This is an optimization exercise on Yosys and OpenROAD, whose aim is small area and a short achievable clock period, not a production implementation.

==> run a: inputs <==
Design costas, start of the top module:
module costas #
    (
        parameter integer C_S00_AXIS_TDATA_WIDTH    = 32,
        parameter integer C_M00_AXIS_TDATA_WIDTH    = 32
    )
    (
        input  wire                          s00_axis_aclk,
        input  wire                          s00_axis_aresetn,
        input  wire                          s00_axis_tlast,
        input  wire                          s00_axis_tvalid,
        input  wire [C_S00_AXIS_TDATA_WIDTH-1 : 0] s00_axis_tdata,
        input  wire [(C_S00_AXIS_TDATA_WIDTH/8)-1: 0] s00_axis_tstrb,
        output reg                           s00_axis_tready,
        input  wire                          m00_axis_aclk,
        input  wire                          m00_axis_aresetn,
        input  wire                          m00_axis_tready,
        output reg                           m00_axis_tvalid,
        output reg                           m00_axis_tlast,
        output reg [C_M00_AXIS_TDATA_WIDTH-1 : 0] m00_axis_tdata,
        output reg [(C_M00_AXIS_TDATA_WIDTH/8)-1: 0] m00_axis_tstrb
    );
Settings: LEC_CHECK=0, CAP_MARGIN=20, CORE_MARGIN=2, CORE_UTILIZATION=55, SLEW_MARGIN=20; clock period 14.5 ns.
standard.sh (not shown) runs the stock make flow with config.mk's settings and CLKGATE_MAP_FILE= SYNTH_SCRIPT=/design/flow/synth_recipe.tcl, a recipe that flattens the netlist after the stock synthesis.
==> flow/flow/run.sh <==
#!/bin/bash
# Own layout flow: the standard ORFS flow (standard.sh) with these changes in
# how the layout is made (the clock, its period and the I/O constraints stay
# the standard flow's constraint.sdc):
#  - synthesis is synth_recipe.tcl with Yosys's generic "abc -fast" skipped
#    (synth -noabc), so extract_fa sees the design's own adder structure; the
#    rest of the script (fsm/share skipped, flatten, renames) is unchanged;
#  - port buffers are clkbuf_2 cells rather than delay cells, so the
#    combinational m00_axis_tready -> s00_axis_tready path stays short;
#  - ABC maps for a 6 ns delay target, and timing repair aims for the period
#    the design can reach (setup margin) rather than only the 14.5 ns clock.
# Every tool's output is in orfs/logs/ (one log per step); make's own output is
# in flow_make.log.
set -euo pipefail
sed '1s/-noshare/-noshare -noabc/' synth_recipe.tcl > flow_synth.tcl
sed "s#SYNTH_SCRIPT=[^ ]*synth_recipe.tcl#SYNTH_SCRIPT=$PWD/flow_synth.tcl#" standard.sh > flow_standard.sh
grep -q "SYNTH_SCRIPT=$PWD/flow_synth.tcl" flow_standard.sh
export BUFFER_PORTS_ARGS="-buffer_cell sky130_fd_sc_hd__clkbuf_2"
export ABC_CLOCK_PERIOD_IN_PS=${ABC_CLOCK_PERIOD_IN_PS:-6000}
export SETUP_SLACK_MARGIN=${SETUP_SLACK_MARGIN:-8.45}
# clock tree: larger sink clusters, clkbuf_8 buffers, no dummy loads
export CTS_ARGS="-sink_clustering_enable -repair_clock_nets -dont_use_dummy_load -sink_clustering_size 20 -sink_clustering_max_diameter 80 -buf_list sky130_fd_sc_hd__clkbuf_8"

bash flow_standard.sh > flow_make.log 2>&1
==> inputs of run b, as changes to run a <==
--- a/flow/flow/run.sh
+++ b/flow/flow/run.sh
@@ -7,3 +7,3 @@
 #    rest of the script (fsm/share skipped, flatten, renames) is unchanged;
-#  - port buffers are clkbuf_2 cells rather than delay cells, so the
+#  - port buffers are plain buffers (buf_4) rather than delay cells, so the
 #    combinational m00_axis_tready -> s00_axis_tready path stays short;
@@ -17,3 +17,3 @@
 grep -q "SYNTH_SCRIPT=$PWD/flow_synth.tcl" flow_standard.sh
-export BUFFER_PORTS_ARGS="-buffer_cell sky130_fd_sc_hd__clkbuf_2"
+export BUFFER_PORTS_ARGS="-buffer_cell sky130_fd_sc_hd__buf_4"
 export ABC_CLOCK_PERIOD_IN_PS=${ABC_CLOCK_PERIOD_IN_PS:-6000}
@@ -21,3 +21,3 @@
 # clock tree: larger sink clusters, clkbuf_8 buffers, no dummy loads
-export CTS_ARGS="-sink_clustering_enable -repair_clock_nets -dont_use_dummy_load -sink_clustering_size 20 -sink_clustering_max_diameter 80 -buf_list sky130_fd_sc_hd__clkbuf_8"
+export CTS_ARGS="-sink_clustering_enable -repair_clock_nets -dont_use_dummy_load -sink_clustering_size 30 -buf_list sky130_fd_sc_hd__clkbuf_8"
 
--- a/flow/config.mk
+++ b/flow/config.mk
@@ -7,2 +7,3 @@
 export LEC_CHECK = 0
+export ABC_AREA = 1
 export CAP_MARGIN = 20
==> impl_results.md <==
* Share of cells above drive strength 1 at 4.02%
* Fin util at 57.5%
* Outcome: finished clean
* Post-synthesis xor/xnor area fraction at 15.8%
* Non-clk invs at 467
The numbers above come from run a.

==> impl_results.md <==
* Placer Congestion at 0.917
* DP Area at ~110000 µm²
* Outcome: finished clean
* Non-clk invs at 1133
* Reg2reg start: c_a3$_SDFFE_PN1P_
The numbers above come from run b.

No functional check of the RTL was part of any run of this note.

---

==> zinc <==
Starting RTL as in the previous note.
clock: 14.5 ns
lec_check: 0
cap_margin: 20
core_margin: 2
core_utilization: 55
slew_margin: 20
==> flow/flow/run.sh <==
#!/bin/bash
# Own layout flow: the standard ORFS flow (standard.sh) with these changes in
# how the layout is made (the clock, its period and the I/O constraints stay
# the standard flow's constraint.sdc):
#  - synthesis is synth_recipe.tcl with Yosys's generic "abc -fast" skipped
#    (synth -noabc), so extract_fa sees the design's own adder structure; the
#    rest of the script (fsm/share skipped, flatten, renames) is unchanged;
#  - port buffers are plain buffers (buf_4) rather than delay cells, so the
#    combinational m00_axis_tready -> s00_axis_tready path stays short;
#  - ABC maps for a 6 ns delay target, and timing repair aims for the period
#    the design can reach (setup margin) rather than only the 14.5 ns clock.
# Every tool's output is in orfs/logs/ (one log per step); make's own output is
# in flow_make.log.
set -euo pipefail
sed '1s/-noshare/-noshare -noabc/' synth_recipe.tcl > flow_synth.tcl
sed "s#SYNTH_SCRIPT=[^ ]*synth_recipe.tcl#SYNTH_SCRIPT=$PWD/flow_synth.tcl#" standard.sh > flow_standard.sh
grep -q "SYNTH_SCRIPT=$PWD/flow_synth.tcl" flow_standard.sh
export BUFFER_PORTS_ARGS="-buffer_cell sky130_fd_sc_hd__buf_4"
export ABC_CLOCK_PERIOD_IN_PS=${ABC_CLOCK_PERIOD_IN_PS:-6000}
export SETUP_SLACK_MARGIN=${SETUP_SLACK_MARGIN:-8.45}
# clock tree: larger sink clusters, clkbuf_8 buffers, no dummy loads
export CTS_ARGS="-sink_clustering_enable -repair_clock_nets -dont_use_dummy_load -sink_clustering_size 30 -buf_list sky130_fd_sc_hd__clkbuf_8"

bash flow_standard.sh > flow_make.log 2>&1
==> yarrow (differences from zinc) <==
--- a/flow/flow/run.sh
+++ b/flow/flow/run.sh
@@ -7,3 +7,3 @@
 #    rest of the script (fsm/share skipped, flatten, renames) is unchanged;
-#  - port buffers are plain buffers (buf_4) rather than delay cells, so the
+#  - port buffers are clkbuf_2 cells rather than delay cells, so the
 #    combinational m00_axis_tready -> s00_axis_tready path stays short;
@@ -17,3 +17,3 @@
 grep -q "SYNTH_SCRIPT=$PWD/flow_synth.tcl" flow_standard.sh
-export BUFFER_PORTS_ARGS="-buffer_cell sky130_fd_sc_hd__buf_4"
+export BUFFER_PORTS_ARGS="-buffer_cell sky130_fd_sc_hd__clkbuf_2"
 export ABC_CLOCK_PERIOD_IN_PS=${ABC_CLOCK_PERIOD_IN_PS:-6000}
@@ -21,3 +21,3 @@
 # clock tree: larger sink clusters, clkbuf_8 buffers, no dummy loads
-export CTS_ARGS="-sink_clustering_enable -repair_clock_nets -dont_use_dummy_load -sink_clustering_size 30 -buf_list sky130_fd_sc_hd__clkbuf_8"
+export CTS_ARGS="-sink_clustering_enable -repair_clock_nets -dont_use_dummy_load -sink_clustering_size 30 -sink_clustering_max_diameter 80 -buf_list sky130_fd_sc_hd__clkbuf_16"
 
==> qor summary <==
| item | zinc | yarrow |
|---|---|---|
| Status | finished clean | finished clean |
| Min Tclk post-route | 6.04 ns | 6.00 ns |
| Met2 routing resource usage after global routing | 46.2% | 46.1% |
| Area of all placed cells without fillers | 0.107 mm2 | 0.106 mm2 |
| Non-CTS buffers | 149 | 155 |
| RSZ-0062 raised after global routing | no | yes |
| P&R area growth vs syn | 6.39% | 5.41% |
| Hold Slack | 0.300 ns | 0.270 ns |
| Crit path max-delay cell type | sky130_fd_sc_hd__buf_4 | sky130_fd_sc_hd__clkbuf_2 |
| Amount of wire on met2 after detailed routing | 121 mm | 121 mm |
| Via count | 68,600 | 67,500 |
| Clock buffer and inverter area fraction after layout | 3.07% | 2.31% |
| Multi-input combinational area share | 65.4% | 66.0% |
| Global-route wire length before repair | 377 mm | 372 mm |
| Final Cycle Share | 41.7% | 41.4% |
| Setup slack on the worst flop-to-flop path | 8.76 ns | 8.68 ns |
| Filler cell count | 15,700 | 15,800 |
| Via count of the first global-routing pass | 70,700 | 69,200 |
| Footprint of the multi-input gates | 0.0701 mm2 | 0.0701 mm2 |
| # placed instances | 12,100 | 12,100 |
No run of this note included a check of the RTL's function; only the layout flow was run.

-- what the ideal ports hide --
In the flow no input, the clock included, has a driving cell. The finished layouts below were timed again as built, in two steps. Step 1 sets driving cells, clkbuf_16 on the clock port and buf_2 on the other inputs (assumed; they add their load-dependent delay and slew). Step 2 times the ports against the registers' clock, not the clock port: input delays grow and output delays shrink by t, the midpoint of the rising clock arrivals with the driver on. Three values: no drivers, after step 1, after step 2; two values: the first two.
run	t, ns	slack for setup (ns)	cell pins on the clock port's net
run a	0.895	8.500 / 8.475 / 8.475	1
run b	1.013	8.456 / 8.434 / 8.434	1
zinc	1.019	8.458 / 8.435 / 8.435	1
yarrow	0.791	8.500 / 8.475 / 8.475	1
After both steps setup and hold are still met in every run listed.
